This design comes from an exercise in tuning for small area on the open sky130 flow, not from production work. The RTL was checked by simulation tests, not by an equivalence proof against the original design. Power figures rest on the tool's default switching activity, not on a simulated workload.

## v10
==> flow/design.v (excerpt) <==
module MBF(CLK, RESET, IN_VALID, IN_DATA, X_DATA, Y_DATA, OUT_VALID);
Size in the first run: ~1200 cells after synthesis, roughly 43 I/O pins.
Settings: LEC_CHECK=0, CAP_MARGIN=20, CORE_MARGIN=2, CORE_UTILIZATION=40, CTS_BUF_LIST=sky130_fd_sc_hd__clkbuf_8, CTS_CLUSTER_DIAMETER=60, CTS_CLUSTER_SIZE=24, SLEW_MARGIN=20, SYNTH_HIERARCHICAL=1; clock period 7.0 ns.
run.sh (not shown) runs the stock make flow with config.mk's settings and CLKGATE_MAP_FILE= SYNTH_SCRIPT=/design/flow/synth_recipe.tcl, a recipe that flattens the netlist after the stock synthesis.
Setup changes, v10 to v50
- CTS_CLUSTER_DIAMETER changed from 60 to 45
- CTS_CLUSTER_SIZE changed from 24 to 30
Findings:
- Result for v50 and v10: all clean
- v50 vs v10 — total design power climbed by a few percent
- Final worst-path cycle share is lower on v10
- Between v50 and v10, internal power of the cells is lower for v10, v50 comes in above that.
- Summary — fraction of layout instances using a drive strength above 1, v50 relative to v10: higher, by 1.5 points.
- From v50 to v10, non-clock buffer count did not move at all.
diff inputs: v50 => v5
- CTS_CLUSTER_DIAMETER no longer set, was 45
- CTS_CLUSTER_SIZE now 12, was 30
- CTS_BUF_LIST now sky130_fd_sc_hd__clkbuf_4, was sky130_fd_sc_hd__clkbuf_8
==> notes.md <==
- As far as met1 usage is concerned, v5 and v50 perform about the same.
- When v5 is set beside v50, its total routing resource utilization after global routing turns out to be 0.31 points larger.
- v5 vs v50 — area growth from synthesis to layout rose 0.62 points.
- On v5: worst hold slack is 7.5 ps higher than what v50 gave.
- Sequential share of layout area across v5 and v50: no real change.
- Comparing v5 and v50, global-route wire length before repair is higher on v5.

MBF, a different RTL version from the one above (not shown whole).
Size: ~1100 cells after synthesis, ~230 flip-flops, roughly 43 I/O pins, about 15000 um2 of cells after synthesis.
==> flow/config.mk <==
export PLATFORM = sky130hd
export DESIGN_NAME = MBF
export DESIGN_NICKNAME = MBF
export VERILOG_FILES = /design/flow/design.v
export SDC_FILE = /design/flow/constraint.sdc
export NUM_CORES = 4
export LEC_CHECK = 0
export CAP_MARGIN = 20
export CORE_MARGIN = 2
export CORE_UTILIZATION = 50
export CTS_BUF_LIST = sky130_fd_sc_hd__clkbuf_8
export CTS_CLUSTER_DIAMETER = 50
export CTS_CLUSTER_SIZE = 20
export SLEW_MARGIN = 20
export SYNTH_HIERARCHICAL = 1
==> flow/constraint.sdc <==
create_clock -name core_clock -period 7.0 [get_ports {CLK}]
set_input_delay 1.4000 -clock core_clock [delete_from_list [all_inputs] [get_ports {CLK}]]
set_output_delay 1.4000 -clock core_clock [all_outputs]
set_load 0.01 [all_outputs]
standard.sh (not shown) runs the stock make flow with config.mk's settings and CLKGATE_MAP_FILE= SYNTH_SCRIPT=/design/flow/synth_recipe.tcl, a recipe that flattens the netlist after the stock synthesis.
==> flow/flow/run.sh <==
#!/bin/bash
# The standard layout, with the port buffers that global placement inserts made from the
# smallest buffer cell, resizer changes from timing-driven placement not kept, and clock
# tree synthesis without dummy loads. The make output goes to
# flow_make.log; ORFS keeps each step's own log under orfs/logs/.
set -euo pipefail
export BUFFER_PORTS_ARGS="-buffer_cell sky130_fd_sc_hd__buf_1"
export GPL_KEEP_OVERFLOW=0
export CTS_ARGS="-sink_clustering_enable -repair_clock_nets -dont_use_dummy_load -buf_list sky130_fd_sc_hd__clkbuf_8 -sink_clustering_size 24 -sink_clustering_max_diameter 60"
bash standard.sh finish > flow_make.log 2>&1
Rerun with:
==> flow/flow/run.sh (replaced) <==
#!/bin/bash
# The standard layout, with the port buffers that global placement inserts made from the
# smallest buffer cell, and clock tree synthesis without dummy loads. The make output goes to
# flow_make.log; ORFS keeps each step's own log under orfs/logs/.
set -euo pipefail
export BUFFER_PORTS_ARGS="-buffer_cell sky130_fd_sc_hd__buf_1"
export CTS_ARGS="-sink_clustering_enable -repair_clock_nets -dont_use_dummy_load -buf_list sky130_fd_sc_hd__clkbuf_16 -sink_clustering_size 30 -sink_clustering_max_diameter 60"
bash standard.sh finish > flow_make.log 2>&1
Clock power came out higher by about 35%; area after synthesis does not change; first-iteration DRC count came out lower by 11%; register-to-register slack hardly moves.
Rerun with:
--- a/flow/flow/run.sh
+++ b/flow/flow/run.sh
@@ -6,3 +6,3 @@
 export BUFFER_PORTS_ARGS="-buffer_cell sky130_fd_sc_hd__buf_1"
-export CTS_ARGS="-sink_clustering_enable -repair_clock_nets -dont_use_dummy_load -buf_list sky130_fd_sc_hd__clkbuf_16 -sink_clustering_size 30 -sink_clustering_max_diameter 60"
+export CTS_ARGS="-sink_clustering_enable -repair_clock_nets -dont_use_dummy_load -buf_list sky130_fd_sc_hd__clkbuf_8 -sink_clustering_size 20 -sink_clustering_max_diameter 50"
 bash standard.sh finish > flow_make.log 2>&1
- GPL_TIMING_DRIVEN: not set -> 0
Result: First-iteration DRC count shrinks by 6.0%. Synthesized area stays the same. Critical path depth grows by 2. Total power shrinks by 3.9%. Routed wire length shrinks by 6.3%. Fmax shrinks by 0.48%. Die area does not change. Register-to-register slack degrades by 0.03 ns. Setup slack degrades by 0.033 ns. Via count shrinks by 1.6%. Combinational power grows by about 5%.
Rerun with:
--- a/flow/flow/run.sh
+++ b/flow/flow/run.sh
@@ -6,3 +6,3 @@
 export BUFFER_PORTS_ARGS="-buffer_cell sky130_fd_sc_hd__buf_1"
-export CTS_ARGS="-sink_clustering_enable -repair_clock_nets -dont_use_dummy_load -buf_list sky130_fd_sc_hd__clkbuf_8 -sink_clustering_size 20 -sink_clustering_max_diameter 50"
+export CTS_ARGS="-sink_clustering_enable -repair_clock_nets -dont_use_dummy_load -buf_list sky130_fd_sc_hd__clkbuf_8 -sink_clustering_size 28 -sink_clustering_max_diameter 60"
 bash standard.sh finish > flow_make.log 2>&1
- GPL_TIMING_DRIVEN: 0 -> not set
Outcome: Critical path depth decreases by 2; wire length climbs by a few percent; setup slack improves by 0.051 ns; die area stays the same; power goes down by a few percent; fmax increases slightly; count of clock-buffer cells in the layout fell by 4; global-route usage increases by 1.4 points.

re-timing with driven ports:
How much do the figures lean on ideal ports? The routed layouts below were timed once more, with nothing changed but the port constraints.
Step 1, drivers: a clkbuf_16 drives CLK and a buf_2 each remaining input, both assumed.
Step 2 moves the port delays by t, midway between the first and last clock arrival at a register: inputs arrive t later, outputs are due t later. That takes back most of the time a late clock gives input paths.
a / b / c = ideal / step 1 / step 2; a / b = the first two.
run | shift t [ns] | setup slack, ns | hold slack, ns | worst setup path at the end | pins driven straight from the clock port
v10 | 0.663 | 0.222 / 0.168 / 0.375 | 0.374 / 0.374 / 0.374 | register to register | 1
v50 | 0.639 | 0.211 / 0.160 / 0.411 | 0.353 / 0.353 / 0.353 | register to register | 1
v5 | 0.761 | 0.371 / 0.320 / 0.421 | 0.360 / 0.360 / 0.360 | register to register | 1
the first run of note 2 | 0.607 | 0.211 / 0.211 / 0.211 | 0.375 / 0.375 / 0.375 | register to register | 1
the second run of note 2 | 0.545 | 0.219 / 0.219 / 0.219 | 0.374 / 0.374 / 0.374 | register to register | 1
the third run of note 2 | 0.598 | 0.186 / 0.186 / 0.186 | 0.364 / 0.364 / 0.364 | register to register | 1
the fourth run of note 2 | 0.574 | 0.237 / 0.237 / 0.237 | 0.364 / 0.364 / 0.364 | register to register | 1
After both steps setup and hold are still met in every run listed.
